Source: an optimization exercise on an open RTL-to-GDS flow (aim: small area, a short achievable clock period and few clock cycles). Production flows keep margins and buffers that such runs may drop. Where RTL was checked, it was by simulation tests only, not by an equivalence proof against the original.

==> run a: inputs <==
Design LinearRegressor, start of the top module:
module LinearRegressor(input clk, rst, start, input [19:0] x_in, y_in, output [7:0] addr, output [19:0] Vect_E, output err_valid, output ready);
	function [7:0] radd8; input [7:0] a, b; integer i; reg c;
		begin c = 1'b0; for (i = 0; i < 8; i = i + 1) begin radd8[i] = a[i] ^ b[i] ^ c; c = (a[i] & b[i]) | (a[i] & c) | (b[i] & c); end end
	endfunction
	function [10:0] radd11; input [10:0] a, b; input ci; integer i; reg c;
		begin c = ci; for (i = 0; i < 11; i = i + 1) begin radd11[i] = a[i] ^ b[i] ^ c; c = (a[i] & b[i]) | (a[i] & c) | (b[i] & c); end end
	endfunction
	function [10:0] red150; input [10:0] U; reg [2:0] e; reg [7:0] c;
		begin
			e = (U >= 11'd1050) ? 3'd7 : (U >= 11'd900) ? 3'd6 : (U >= 11'd750) ? 3'd5 : (U >= 11'd600) ? 3'd4 :
			    (U >= 11'd450) ? 3'd3 : (U >= 11'd300) ? 3'd2 : (U >= 11'd150) ? 3'd1 : 3'd0;
			case (e)    
				3'd0: c = 8'd0; 3'd1: c = 8'd106; 3'd2: c = 8'd212; 3'd3: c = 8'd62;
				3'd4: c = 8'd168; 3'd5: c = 8'd18; 3'd6: c = 8'd124; default: c = 8'd230;
			endcase
			red150 = {e, radd8(U[7:0], c)};
		end
	endfunction
	reg p_idle, p_sum, p_joint, p_div, p_res;
	reg [7:0] cnt;
	reg ev;
	reg [7:0] ar;                      
	wire c150 = (cnt == 8'd150);
	wire c27 = (cnt == 8'd27);
	wire last_sum = p_sum & c150;
	wire last_joint = p_joint & c27;
	wire last_div = p_div & c27;
	wire last_res = p_res & c150;
	wire first = p_sum & (cnt == 8'd1);
	wire keep = ~first;
	wire jlow = cnt < 8'd5;             
	wire dlive = cnt < 8'd23;           
	wire [7:0] cnt_n;
	always @(posedge clk, posedge rst) begin
		if (rst) begin
			p_idle <= 1'b1; p_sum <= 1'b0; p_joint <= 1'b0; p_div <= 1'b0; p_res <= 1'b0;
			cnt <= 8'd0; ar <= 8'd0; ev <= 1'b0;
		end else begin
			p_idle <= (p_idle & ~start) | last_res;
			p_sum <= (p_idle & start) | (p_sum & ~c150);
			p_joint <= last_sum | (p_joint & ~c27);
			p_div <= last_joint | (p_div & ~c27);
			p_res <= last_div | (p_res & ~c150);
			cnt <= cnt_n;
			ar <= cnt_n;
			ev <= p_res & (cnt != 8'd0);
		end
	end
	assign cnt_n = (p_idle | last_joint | last_div | last_res) ? 8'd0 : (last_sum ? {5'd0, k0} : (sk0 ? 8'd12 : radd8(cnt, 8'd1)));
  ...
export LEC_CHECK = 0
export ABC_AREA = 1
export CAP_MARGIN = 20
export CORE_MARGIN = 2
export CORE_UTILIZATION = 45
export PLACE_DENSITY = 0.6
export SLEW_MARGIN = 20
create_clock -name core_clock -period 360.0 [get_ports {clk}]
standard.sh (not shown) runs the stock make flow with config.mk's settings and CLKGATE_MAP_FILE= SYNTH_SCRIPT=/design/flow/synth_recipe.tcl, a recipe that flattens the netlist after the stock synthesis.
==> flow/flow/run.sh <==
#!/bin/bash
# Layout flow: the standard synthesis, then flow/invopt.py re-chooses the inverters
# around the full adders (flip-flops, ports and cell names kept), then the standard
# layout from that netlist.  Each tool's output goes to its own log in this folder.
set -euo pipefail
R=orfs/results/${FLOW_PLATFORM}/LinearRegressor/base
bash standard.sh synth > synth.log 2>&1
cp "$R/1_2_yosys.v" "$R/1_2_yosys.std.v"
python3 flow/invopt.py "$R/1_2_yosys.std.v" "$R/1_2_yosys.v" 300 > invopt.log 2>&1
bash standard.sh > layout.log 2>&1
Other scripts of this flow, unchanged in this note and not shown: flow/flow/invopt.py
==> run b: changes against run a <==
--- a/flow/design.v
+++ b/flow/design.v
@@ -3913,98 +3913,41 @@
   assign n_16 = (n_14 & a[7]) | (n_14 & b[7]) | (a[7] & b[7]);
   assign n_17 = n_16 ^ a[8] ^ b[8];
   assign n_18 = (n_16 & a[8]) | (n_16 & b[8]) | (a[8] & b[8]);
   assign s = {n_17, n_15, n_13, n_11, n_9, n_7, n_5, n_3, n_1};
   assign co = n_18;
 endmodule
-module lr_add8(input [7:0] a, b, input ci, output [7:0] s, output co);
-  wire n_1;
-  wire n_2;
-  wire n_3;
-  wire n_4;
-  wire n_5;
-  wire n_6;
-  wire n_7;
-  wire n_8;
-  wire n_9;
-  wire n_10;
-  wire n_11;
-  wire n_12;
-  wire n_13;
-  wire n_14;
-  wire n_15;
-  wire n_16;
-  assign n_1 = a[0] ^ b[0] ^ ci;
-  assign n_2 = (a[0] & b[0]) | (a[0] & ci) | (b[0] & ci);
-  assign n_3 = n_2 ^ a[1] ^ b[1];
-  assign n_4 = (n_2 & a[1]) | (n_2 & b[1]) | (a[1] & b[1]);
-  assign n_5 = n_4 ^ a[2] ^ b[2];
-  assign n_6 = (n_4 & a[2]) | (n_4 & b[2]) | (a[2] & b[2]);
-  assign n_7 = n_6 ^ a[3] ^ b[3];
-  assign n_8 = (n_6 & a[3]) | (n_6 & b[3]) | (a[3] & b[3]);
-  assign n_9 = n_8 ^ a[4] ^ b[4];
-  assign n_10 = (n_8 & a[4]) | (n_8 & b[4]) | (a[4] & b[4]);
-  assign n_11 = n_10 ^ a[5] ^ b[5];
-  assign n_12 = (n_10 & a[5]) | (n_10 & b[5]) | (a[5] & b[5]);
-  assign n_13 = n_12 ^ a[6] ^ b[6];
-  assign n_14 = (n_12 & a[6]) | (n_12 & b[6]) | (a[6] & b[6]);
-  assign n_15 = n_14 ^ a[7] ^ b[7];
-  assign n_16 = (n_14 & a[7]) | (n_14 & b[7]) | (a[7] & b[7]);
-  assign s = {n_15, n_13, n_11, n_9, n_7, n_5, n_3, n_1};
-  assign co = n_16;
-endmodule
 module LinearRegressor(input clk, rst, start, input [19:0] x_in, y_in, output [7:0] addr, output [19:0] Vect_E, output err_valid, output ready);
-	function [7:0] radd8; input [7:0] a, b; integer i; reg c;
-		begin c = 1'b0; for (i = 0; i < 8; i = i + 1) begin radd8[i] = a[i] ^ b[i] ^ c; c = (a[i] & b[i]) | (a[i] & c) | (b[i] & c); end end
-	endfunction
-	function [10:0] radd11; input [10:0] a, b; input ci; integer i; reg c;
-		begin c = ci; for (i = 0; i < 11; i = i + 1) begin radd11[i] = a[i] ^ b[i] ^ c; c = (a[i] & b[i]) | (a[i] & c) | (b[i] & c); end end
-	endfunction
-	function [10:0] red150; input [10:0] U; reg [2:0] e; reg [7:0] c;
-		begin
-			e = (U >= 11'd1050) ? 3'd7 : (U >= 11'd900) ? 3'd6 : (U >= 11'd750) ? 3'd5 : (U >= 11'd600) ? 3'd4 :
-			    (U >= 11'd450) ? 3'd3 : (U >= 11'd300) ? 3'd2 : (U >= 11'd150) ? 3'd1 : 3'd0;
-			case (e)    
-				3'd0: c = 8'd0; 3'd1: c = 8'd106; 3'd2: c = 8'd212; 3'd3: c = 8'd62;
-				3'd4: c = 8'd168; 3'd5: c = 8'd18; 3'd6: c = 8'd124; default: c = 8'd230;
-			endcase
-			red150 = {e, radd8(U[7:0], c)};
-		end
-	endfunction
 	reg p_idle, p_sum, p_joint, p_div, p_res;
 	reg [7:0] cnt;
 	reg ev;
-	reg [7:0] ar;                      
 	wire c150 = (cnt == 8'd150);
 	wire c27 = (cnt == 8'd27);
 	wire last_sum = p_sum & c150;
 	wire last_joint = p_joint & c27;
 	wire last_div = p_div & c27;
 	wire last_res = p_res & c150;
 	wire first = p_sum & (cnt == 8'd1);
 	wire keep = ~first;
 	wire jlow = cnt < 8'd5;             
 	wire dlive = cnt < 8'd23;           
-	wire [7:0] cnt_n;
 	always @(posedge clk, posedge rst) begin
 		if (rst) begin
 			p_idle <= 1'b1; p_sum <= 1'b0; p_joint <= 1'b0; p_div <= 1'b0; p_res <= 1'b0;
-			cnt <= 8'd0; ar <= 8'd0; ev <= 1'b0;
+			cnt <= 8'd0; ev <= 1'b0;
 		end else begin
 			p_idle <= (p_idle & ~start) | last_res;
 			p_sum <= (p_idle & start) | (p_sum & ~c150);
 			p_joint <= last_sum | (p_joint & ~c27);
 			p_div <= last_joint | (p_div & ~c27);
 			p_res <= last_div | (p_res & ~c150);
-			cnt <= cnt_n;
-			ar <= cnt_n;
+			cnt <= (p_idle | last_joint | last_div | last_res) ? 8'd0 : (last_sum ? {5'd0, k0} : (sk0 ? 8'd12 : cnt + 8'd1));
 			ev <= p_res & (cnt != 8'd0);
 		end
 	end
-	assign cnt_n = (p_idle | last_joint | last_div | last_res) ? 8'd0 : (last_sum ? {5'd0, k0} : (sk0 ? 8'd12 : radd8(cnt, 8'd1)));
-	assign addr = ar;
+	assign addr = cnt;
 	assign ready = p_idle;
 	assign err_valid = ev;
 	reg [19:0] xr, yr;
 	reg [27:0] SX, SY;
 	reg [45:0] SXX, SXY;                
 	reg [45:0] Q1;                      
@@ -4018,24 +3961,34 @@
 	wire load = ~(p_joint | p_div);
 	wire [4:0] bi = 5'd27 - cnt[4:0];      
 	wire s = SX[bi];
 	wire t = SY[bi];
 	wire [8:0] ra9 = {rb, s};
 	wire qa = ra9 >= 9'd150;
-	wire [7:0] rb_n = radd8(ra9[7:0], qa ? 8'd106 : 8'd0);       
+	wire [7:0] rb_n = qa ? ra9 - 9'd150 : ra9[7:0];
 	wire [8:0] rc9 = {rd, t};
 	wire qc = rc9 >= 9'd150;
-	wire [7:0] rd_n = radd8(rc9[7:0], qc ? 8'd106 : 8'd0);
-	wire [10:0] U1 = radd11({1'b0, R1h, 2'b00}, s ? {1'b0, rb, 2'b01} : 11'd0, 1'b0);
-	wire [10:0] V1 = red150(U1);
-	wire [2:0] e1 = V1[10:8];
+	wire [7:0] rd_n = qc ? rc9 - 9'd150 : rc9[7:0];
+	wire [10:0] U1 = {1'b0, R1h, 2'b00} + (s ? {1'b0, rb, 2'b01} : 11'd0);
+	wire u1a = U1 >= 11'd600;
+	wire [10:0] U1a = u1a ? U1 - 11'd600 : U1;
+	wire u1b = U1a >= 11'd300;
+	wire [10:0] U1b = u1b ? U1a - 11'd300 : U1a;
+	wire u1c = U1b >= 11'd150;
+	wire [10:0] U1c = u1c ? U1b - 11'd150 : U1b;
+	wire [2:0] e1 = {u1a, u1b, u1c};
 	wire [45:0] q1_n;
 	lr_q1 HQ1(.q({Q1[43:0], ~SXX[45:44]}), .xa(s ? xr : 20'd0), .e(e1), .s(q1_n));
-	wire [10:0] U2 = radd11(radd11({1'b0, R2h, 2'b00}, s ? {2'b0, rd, 1'b0} : 11'd0, s & t), t ? {2'b0, rb, 1'b0} : 11'd0, 1'b0);
-	wire [10:0] V2 = red150(U2);
-	wire [2:0] e2 = V2[10:8];
+	wire [10:0] U2 = {1'b0, R2h, 2'b00} + (s ? {2'b0, rd, 1'b0} : 11'd0) + (t ? {2'b0, rb, 1'b0} : 11'd0) + {10'd0, s & t};
+	wire u2a = U2 >= 11'd600;
+	wire [10:0] U2a = u2a ? U2 - 11'd600 : U2;
+	wire u2b = U2a >= 11'd300;
+	wire [10:0] U2b = u2b ? U2a - 11'd300 : U2a;
+	wire u2c = U2b >= 11'd150;
+	wire [10:0] U2c = u2c ? U2b - 11'd150 : U2b;
+	wire [2:0] e2 = {u2a, u2b, u2c};
 	wire [45:0] q2_n;
 	lr_q2 HQ2(.q({QN[43:0], ~SXY[45:44]}), .ya(s ? yr : 20'd0), .xb(t ? xr : 20'd0), .e(e2), .s(q2_n));
 	wire big = ~&Q1[45:24];
 	wire sk0 = p_div & (cnt == 8'd0) & big;
 	wire n1 = (skip ? ~QN[23] : ~QN[45]) & dlive & p_div;
 	wire n2 = (skip ? ~QN[22] : ~QN[44]) & dlive & p_div;
@@ -4076,50 +4029,44 @@
 		SY <= sy_o;
 		SXX <= (p_sum | (p_joint & jlow)) ? sq_o : (sk0 ? {22'd0, ~QN[45:22]} : r2);
 		SXY[45:38] <= (p_joint & ~jlow) ? SXY[43:36] : mx_o[45:38];
 		SXY[37:0] <= p_div ? {M2, A2} : ((p_joint & ~jlow) ? {SXY[35:0], 2'b00} : mx_o[37:0]);
 		rb <= p_joint ? rb_n : 8'd0;
 		rd <= p_sum ? 8'd0 : (p_joint ? rd_n : rd);
-		R1h <= p_joint ? V1[7:0] : 8'd0;
-		R2h <= p_joint ? V2[7:0] : 8'd0;
+		R1h <= p_joint ? U1c[7:0] : 8'd0;
+		R2h <= p_joint ? U2c[7:0] : 8'd0;
 		if (p_joint && cnt == 8'd17) h <= rb_n;
 		if (p_joint) Q1 <= q1_n;
 		else if (p_res && cnt == 8'd0) Q1[19:0] <= b0;
 		if (p_joint) QN <= q2_n;
 		else if (p_div) QN <= {QN[43:0], q1, q2};
 		skip <= p_div & (skip | sk0);
 		ovf <= p_div & (ovf | o1 | o2);
 	end
 endmodule
 module lr_tstep(input q, input [19:0] A, input [17:0] M, m, input [9:0] g, output [19:0] An, output [17:0] Mn, output ov);
 	wire [18:0] S;
 	lr_tm TM(.q(q), .M(M), .m(m), .S(S));
-	wire [8:0] U = S[18:10];            
+	wire [8:0] U = S[18:10];
 	wire ua = U >= 9'd300;
-	wire ub = ~ua & (U >= 9'd150);
-	wire [7:0] c = ua ? 8'd212 : (ub ? 8'd106 : 8'd0);    
-	wire [7:0] bs;
-	wire bc;
-	lr_add8 AB(.a(U[7:0]), .b(c), .ci(1'b0), .s(bs), .co(bc));
-	assign Mn = {bs, S[9:0]};
+	wire [8:0] Ua = ua ? U - 9'd300 : U;
+	wire ub = Ua >= 9'd150;
+	wire [8:0] Ub = ub ? Ua - 9'd150 : Ua;
+	assign Mn = {Ub[7:0], S[9:0]};
 	wire [20:0] As;
 	lr_ta TA(.q(q), .A(A), .g(g), .e({ua, ub}), .An(As));
 	assign An = As[19:0];
 	assign ov = A[19] | As[20];
 endmodule
 module lr_b0(input [19:0] c, input [7:0] d, input [19:0] A, input [7:0] B, input ovf, output [19:0] b0);
 	localparam [19:0] K = 20'h1b4e8;     
 	wire [19:0] D;
 	wire nb;
 	lr_add20 AD(.a(c), .b(~A), .ci(1'b1), .s(D), .co(nb));
-	wire [8:0] z;
-	wire zc;
-	lr_add9 AZ(.a({1'b0, d}), .b({1'b1, ~B}), .ci(1'b1), .s(z), .co(zc));    
-	wire [8:0] z16 = z + 9'd16;
-	wire bgt = z[8];                     
-	wire zneg = z16[8];                  
-	wire zbig = ~z16[8] & (z16[7:0] >= 8'd150);
+	wire bgt = B > d;
 	wire wrap = ovf | ~nb | ((D == 20'd0) & bgt);
+	wire zneg = {1'b0, B} > {1'b0, d} + 9'd16;
+	wire zbig = {1'b0, d} >= {1'b0, B} + 9'd134;
 	wire [19:0] corr = wrap ? (zneg ? K - 20'd1 : (zbig ? K + 20'd1 : K)) : (bgt ? 20'hFFFFF : 20'd0);
 	wire bc;
 	lr_add20 AB(.a(D), .b(corr), .ci(1'b0), .s(b0), .co(bc));
 endmodule
==> run c: changes against run a <==
--- a/flow/design.v
+++ b/flow/design.v
@@ -3970,13 +3970,12 @@
 			red150 = {e, radd8(U[7:0], c)};
 		end
 	endfunction
 	reg p_idle, p_sum, p_joint, p_div, p_res;
 	reg [7:0] cnt;
 	reg ev;
-	reg [7:0] ar;                      
 	wire c150 = (cnt == 8'd150);
 	wire c27 = (cnt == 8'd27);
 	wire last_sum = p_sum & c150;
 	wire last_joint = p_joint & c27;
 	wire last_div = p_div & c27;
 	wire last_res = p_res & c150;
@@ -3985,26 +3984,25 @@
 	wire jlow = cnt < 8'd5;             
 	wire dlive = cnt < 8'd23;           
 	wire [7:0] cnt_n;
 	always @(posedge clk, posedge rst) begin
 		if (rst) begin
 			p_idle <= 1'b1; p_sum <= 1'b0; p_joint <= 1'b0; p_div <= 1'b0; p_res <= 1'b0;
-			cnt <= 8'd0; ar <= 8'd0; ev <= 1'b0;
+			cnt <= 8'd0; ev <= 1'b0;
 		end else begin
 			p_idle <= (p_idle & ~start) | last_res;
 			p_sum <= (p_idle & start) | (p_sum & ~c150);
 			p_joint <= last_sum | (p_joint & ~c27);
 			p_div <= last_joint | (p_div & ~c27);
 			p_res <= last_div | (p_res & ~c150);
 			cnt <= cnt_n;
-			ar <= cnt_n;
 			ev <= p_res & (cnt != 8'd0);
 		end
 	end
-	assign cnt_n = (p_idle | last_joint | last_div | last_res) ? 8'd0 : (last_sum ? {5'd0, k0} : (sk0 ? 8'd12 : radd8(cnt, 8'd1)));
-	assign addr = ar;
+	assign cnt_n = (p_idle | (last_joint & ~big) | last_div | last_res) ? 8'd0 : (last_sum ? {5'd0, k0} : ((last_joint & big) ? 8'd12 : radd8(cnt, 8'd1)));
+	assign addr = cnt;
 	assign ready = p_idle;
 	assign err_valid = ev;
 	reg [19:0] xr, yr;
 	reg [27:0] SX, SY;
 	reg [45:0] SXX, SXY;                
 	reg [45:0] Q1;                      
@@ -4032,23 +4030,22 @@
 	lr_q1 HQ1(.q({Q1[43:0], ~SXX[45:44]}), .xa(s ? xr : 20'd0), .e(e1), .s(q1_n));
 	wire [10:0] U2 = radd11(radd11({1'b0, R2h, 2'b00}, s ? {2'b0, rd, 1'b0} : 11'd0, s & t), t ? {2'b0, rb, 1'b0} : 11'd0, 1'b0);
 	wire [10:0] V2 = red150(U2);
 	wire [2:0] e2 = V2[10:8];
 	wire [45:0] q2_n;
 	lr_q2 HQ2(.q({QN[43:0], ~SXY[45:44]}), .ya(s ? yr : 20'd0), .xb(t ? xr : 20'd0), .e(e2), .s(q2_n));
-	wire big = ~&Q1[45:24];
-	wire sk0 = p_div & (cnt == 8'd0) & big;
-	wire n1 = (skip ? ~QN[23] : ~QN[45]) & dlive & p_div;
-	wire n2 = (skip ? ~QN[22] : ~QN[44]) & dlive & p_div;
+	wire big = ~&q1_n[45:24];
+	wire n1 = (skip ? ~QN[21] : ~QN[45]) & dlive & p_div;
+	wire n2 = (skip ? ~QN[20] : ~QN[44]) & dlive & p_div;
 	wire [45:0] d1, d2;
 	wire co1, co2;
 	lr_dstage DS1(.rn({SXX, n1}), .nv(Q1), .d(d1), .co(co1));
-	wire q1 = co1 & p_div & ~sk0;
+	wire q1 = co1 & p_div;
 	wire [45:0] r1 = q1 ? d1 : {SXX[44:0], n1};
 	lr_dstage DS2(.rn({r1, n2}), .nv(Q1), .d(d2), .co(co2));
-	wire q2 = co2 & p_div & ~sk0;
+	wire q2 = co2 & p_div;
 	wire [45:0] r2 = q2 ? d2 : {r1[44:0], n2};
 	wire [17:0] m = {h, SX[9:0]};        
 	wire [9:0] g = xr[19:10];            
 	wire [17:0] M1, M2;
 	wire [19:0] A1, A2;
 	wire o1, o2;
@@ -4071,25 +4068,25 @@
 	always @(posedge clk) begin
 		xr[19:10] <= load ? x_in[19:10] : (p_joint ? xr[18:9] : xr[19:10]);
 		xr[9:0] <= load ? x_in[9:0] : {xr[8:0], qa};
 		if (!p_div) yr <= load ? y_in : {yr[18:0], qc};
 		SX <= sx_o;
 		SY <= sy_o;
-		SXX <= (p_sum | (p_joint & jlow)) ? sq_o : (sk0 ? {22'd0, ~QN[45:22]} : r2);
+		SXX <= (p_sum | (p_joint & jlow)) ? sq_o : ((last_joint & big) ? {22'd0, ~q2_n[45:22]} : r2);
 		SXY[45:38] <= (p_joint & ~jlow) ? SXY[43:36] : mx_o[45:38];
 		SXY[37:0] <= p_div ? {M2, A2} : ((p_joint & ~jlow) ? {SXY[35:0], 2'b00} : mx_o[37:0]);
 		rb <= p_joint ? rb_n : 8'd0;
 		rd <= p_sum ? 8'd0 : (p_joint ? rd_n : rd);
 		R1h <= p_joint ? V1[7:0] : 8'd0;
 		R2h <= p_joint ? V2[7:0] : 8'd0;
 		if (p_joint && cnt == 8'd17) h <= rb_n;
 		if (p_joint) Q1 <= q1_n;
 		else if (p_res && cnt == 8'd0) Q1[19:0] <= b0;
 		if (p_joint) QN <= q2_n;
 		else if (p_div) QN <= {QN[43:0], q1, q2};
-		skip <= p_div & (skip | sk0);
+		skip <= (last_joint & big) | (p_div & skip);
 		ovf <= p_div & (ovf | o1 | o2);
 	end
 endmodule
 module lr_tstep(input q, input [19:0] A, input [17:0] M, m, input [9:0] g, output [19:0] An, output [17:0] Mn, output ov);
 	wire [18:0] S;
 	lr_tm TM(.q(q), .M(M), .m(m), .S(S));
==> flow/flow/run.sh (replaced) <==
#!/bin/bash
# Layout flow: the standard synthesis, then flow/invopt.py re-chooses the inverters
# around the full adders (flip-flops, ports and cell names kept), then the standard
# layout from that netlist, with the port buffers of flow/ports.env.  Each tool's output
# goes to its own log in this folder.
set -euo pipefail
R=orfs/results/${FLOW_PLATFORM}/LinearRegressor/base
bash standard.sh synth > synth.log 2>&1
cp "$R/1_2_yosys.v" "$R/1_2_yosys.std.v"
python3 flow/invopt.py "$R/1_2_yosys.std.v" "$R/1_2_yosys.v" 300 > invopt.log 2>&1
if [[ -f flow/ports.env ]]; then source flow/ports.env; fi
bash standard.sh > layout.log 2>&1
==> flow/flow/ports.env (new file) <==
export BUFFER_PORTS_ARGS="-buffer_cell sky130_fd_sc_hd__buf_2"
==> results.cfg <==
[finish]
final_util_pct = 49.31

[cts]
worstSkewPairLatency_ps = 640

[sta]
worst_hold_slack_ps = 448.9
timing.final.ws_setup_ps = 286050
tightestPinTransition_ps = 1141

[critical_path]
setup.reg_to_reg.worst_slack_ps = 310130

[die]
core_region_area_sq_mm = 0.09487

[yosys]
syn-mean-instance-area_sq_um = 9.111

[drt]
drt_first_pass_iters = 6

[outcome]
outcome = complete, no violations

[placement]
dp.final_hpwl_microns = 110900

[global_route]
number_of_global_route_vias_before_repair = 34569
-- figures above: run b

==> results.cfg <==
[critical_path]
setup.reg_to_reg.worst_slack_ps = 308960

[die]
core_region_area_sq_mm = 0.09305

[drt]
drt_first_pass_iters = 6

[cts]
worstSkewPairLatency_ps = 620

[sta]
worst_hold_slack_ps = 457.6

[global_route]
number_of_global_route_vias_before_repair = 33216

[outcome]
outcome = complete, no violations
-- figures above: run a

==> results.cfg <==
[placement]
buffer_ports.inserted = 72
dp.final_hpwl_microns = 103600

[finish]
n_clock_buffer = 58

[sta]
timing.final.ws_setup_ps = 286390
worst_hold_slack_ps = 464.9
tightestPinTransition_ps = 1083

[outcome]
outcome = complete, no violations

[die]
core_region_area_sq_mm = 0.09305

[cts]
worstSkewPairLatency_ps = 610

[global_route]
number_of_global_route_vias_before_repair = 33302

[critical_path]
setup.reg_to_reg.worst_slack_ps = 312150

[drt]
drt_first_pass_iters = 5
-- figures above: run c

Testbench counts of run b, summed over its fixed seeds: cycles 27,506.
For run a and run c, only the layout was checked, not whether the RTL still works.

## separate check: timing with driven ports
The flow's constraints put no driver on any port. The routed layouts listed below were extracted and timed again, unchanged, in two steps.
Step 1 sets driving cells, clkbuf_16 on the clock port and buf_2 on the other inputs (assumed; they add their load-dependent delay and slew).
Step 2 times the ports against the registers' clock, not the clock port: input delays grow and output delays shrink by t, the midpoint of the rising clock arrivals with the driver on.
a / b / c = ideal ports / drivers / drivers and shift; a / b = the first two.
run	t, ns	setup slack, ns	slew at the worst register clock pin (ns)	pins driven straight from the clock port
run a	0.672	285.717 / 285.651 / 286.323	0.07 / 0.07	1
run b	0.688	286.053 / 285.990 / 286.677	0.07 / 0.07	1
run c	0.669	286.391 / 286.325 / 286.993	0.07 / 0.07	1
After both steps every run listed still meets setup and hold.
